Background: an optimization exercise with open tools, aiming at small area, a short achievable clock period and few clock cycles per item. Do not read the settings as production practice.
Only simulation tests tie the RTL to the original design; equivalence was not proved.

Setup of run 1:
==> flow/design.v (excerpt) <==
module layernorm #(
  parameter DIM = 64
) (
  input  wire        clk_i,
  input  wire        rst_i,
  input  wire        start_i,
  input  wire [DIM*16-1:0] x_i,
  output reg  [5:0]  w_sel_o,
  output reg  [6:0]  w_addr_o,
  input  wire [7:0]  w_data_i,
  input  wire [5:0]  gamma_sel_i,
  input  wire [15:0] gamma_scale_i,
  input  wire [15:0] beta_scale_i,
  output reg  [DIM*16-1:0] y_o,
  output reg               done_o,
  output reg               busy_o
);
  reg  [7:0]  k;
  reg  [4:0]  jsel;
  reg         sum_ph;     
  reg         d_ph;       
  reg         norm_ph;    
  reg         gam_ph;     
  reg  [15:0] xr_a, xr_b;
  reg  [15:0] acc;
  reg  [15:0] d_r;
  reg  [15:0] sq_a, sq_b;
  reg  [15:0] neg_mean;
  reg  [15:0] inv_std;
  reg  [15:0] scale_r;
  reg  [7:0]  wd_r;
  wire [15:0] x_a = x_i[jsel*32      +: 16];
  wire [15:0] x_b = x_i[jsel*32 + 16 +: 16];
  wire [15:0] d_a, d_b;
  fp16_add_comb u_sub_a (.a_i(xr_a), .b_i(neg_mean), .sum_o(d_a));
  fp16_add_comb u_sub_b (.a_i(xr_b), .b_i(neg_mean), .sum_o(d_b));
  wire [15:0] deq_fp16;
  fp16_from_int8 u_deq (.val_i(wd_r), .fp16_o(deq_fp16));
  wire [15:0] gamma_tap = y_o[15:0];
  wire [15:0] m_g, m_a, m_b;
  fp16_mul_comb u_mul_g (.a_i(norm_ph ? d_r : deq_fp16), .b_i(norm_ph ? inv_std : scale_r), .prod_o(m_g));
  fp16_mul_comb u_mul_a (.a_i(norm_ph ? m_g : d_a), .b_i(norm_ph ? gamma_tap : d_a), .prod_o(m_a));
  fp16_mul_comb u_mul_b (.a_i(norm_ph ? deq_fp16 : d_b), .b_i(norm_ph ? scale_r : d_b), .prod_o(m_b));
  ...
Size in the first run: roughly 11000 cells after synthesis, about 1200 flip-flops, about 2100 I/O pins.
Settings: LEC_CHECK=0, ABC_AREA=1, CAP_MARGIN=30, CELL_PAD_IN_SITES_DETAIL_PLACEMENT=1, CELL_PAD_IN_SITES_GLOBAL_PLACEMENT=2, CORE_AREA=4 4 1096 341, DIE_AREA=0 0 1100 345, PLACE_DENSITY=0.35, SETUP_SLACK_MARGIN=3, SLEW_MARGIN=30, SYNTH_MEMORY_MAX_BITS=16384; clock period 65.0 ns.
standard.sh (not shown) runs the stock make flow with config.mk's settings and CLKGATE_MAP_FILE= SYNTH_SCRIPT=/design/flow/synth_recipe.tcl, a recipe that flattens the netlist after the stock synthesis.
==> flow/flow/run.sh <==
#!/bin/bash
# The standard layout (standard.sh, unchanged synthesis and SDC), with
#  - every input and output port still buffered, with a plain buf_1 instead
#    of the delay buffer buffer_ports picks by default.
# The clock period and constraints are the design's.
set -euo pipefail
MARGIN=$(cat flow/margin.txt)
bash standard.sh SETUP_SLACK_MARGIN=$MARGIN \
  "BUFFER_PORTS_ARGS=-buffer_cell sky130_fd_sc_hd__buf_1" finish > standard.log 2>&1
==> flow/flow/margin.txt <==
49
Testbench counts of run 1, summed over its fixed seeds: cycles 33,800, items 256.
Relative to run 1, the following input files were edited for run 2:
==> flow/flow/margin.txt <==
48.5
==> comparison <==
Row wire length of the first global-routing pass: run 2 lower / run 1 higher
[compare] base=run 1 new=run 2: setup slack moved down; final cell count went down.
Input changes introduced in run 3 (baseline for comparison: run 2):
# run 2
export LEC_CHECK = 0
export ABC_AREA = 1
export CAP_MARGIN = 30
export CELL_PAD_IN_SITES_DETAIL_PLACEMENT = 1
export CELL_PAD_IN_SITES_GLOBAL_PLACEMENT = 2
export CORE_AREA = 4 4 1096 341
export DIE_AREA = 0 0 1100 345
export PLACE_DENSITY = 0.35
export SETUP_SLACK_MARGIN = 3
export SLEW_MARGIN = 30
export SYNTH_MEMORY_MAX_BITS = 16384
create_clock -name core_clock -period 65.0 [get_ports {clk_i}]
# run 3
export LEC_CHECK = 0
export ABC_AREA = 1
export CAP_MARGIN = 20
export CELL_PAD_IN_SITES_DETAIL_PLACEMENT = 1
export CELL_PAD_IN_SITES_GLOBAL_PLACEMENT = 2
export CORE_AREA = 4 4 1096 341
export DIE_AREA = 0 0 1100 345
export PLACE_DENSITY = 0.35
export SETUP_SLACK_MARGIN = 3
export SLEW_MARGIN = 20
export SYNTH_MEMORY_MAX_BITS = 16384
create_clock -name core_clock -period 65.0 [get_ports {clk_i}]
==> flow/flow/margin.txt <==
50
### Flow results
Per the comparison of run 3 with run 2, global-route wire length before repair up about 2%; total negative setup slack flat.
Total placed instance area: run 3 vs run 2 — no meaningful difference
### run 3 -> run 4
# run 3
export LEC_CHECK = 0
export ABC_AREA = 1
export CAP_MARGIN = 20
export CELL_PAD_IN_SITES_DETAIL_PLACEMENT = 1
export CELL_PAD_IN_SITES_GLOBAL_PLACEMENT = 2
export CORE_AREA = 4 4 1096 341
export DIE_AREA = 0 0 1100 345
export PLACE_DENSITY = 0.35
export SETUP_SLACK_MARGIN = 3
export SLEW_MARGIN = 20
export SYNTH_MEMORY_MAX_BITS = 16384
create_clock -name core_clock -period 65.0 [get_ports {clk_i}]
# run 4
export LEC_CHECK = 0
export ABC_AREA = 1
export CAP_MARGIN = 30
export CELL_PAD_IN_SITES_DETAIL_PLACEMENT = 0
export CELL_PAD_IN_SITES_GLOBAL_PLACEMENT = 0
export CORE_AREA = 4 4 1096 341
export DIE_AREA = 0 0 1100 345
export PLACE_DENSITY = 0.45
export SETUP_SLACK_MARGIN = 3
export SLEW_MARGIN = 30
export SYNTH_MEMORY_MAX_BITS = 16384
create_clock -name core_clock -period 65.0 [get_ports {clk_i}]
==> flow/flow/margin.txt <==
49
Findings:
- Wire length on met1, run 4 and run 3: lower on run 4
- Count of cell instances traversed by the critical path delta for run 4 relative to run 3: about 1% lower
- NOTE count of clock-buffer cells in the layout run 3->run 4 decreased by a little under 10%

[separate check: timing with driven ports]
The flow's constraints put no driver on any port. The routed layouts listed below were extracted and timed again, unchanged, in two steps.
Step 1: set_driving_cell puts a clkbuf_16 on clk_i and a buf_2 on each other input, an assumption about the parent block.
Step 2 moves the port delays by t, midway between the first and last clock arrival at a register: inputs arrive t later, outputs are due t later. That takes back most of the time a late clock gives input paths.
Slacks: ideal ports / drivers / drivers and shift; pairs: ideal ports / drivers.
run	t, ns	setup slack, ns	cell pins on the clock port's net
run 1	1.005	49.332 / 49.332 / 49.332	1
run 2	1.006	49.217 / 49.217 / 49.217	1
run 3	0.994	49.401 / 49.401 / 49.332	1
run 4	0.992	49.462 / 49.462 / 49.462	1
After both steps every run listed still meets setup and hold. For run 3, which loses most, drivers alone change the setup slack by 0.000 ns; drivers and shift together by -0.069 ns.
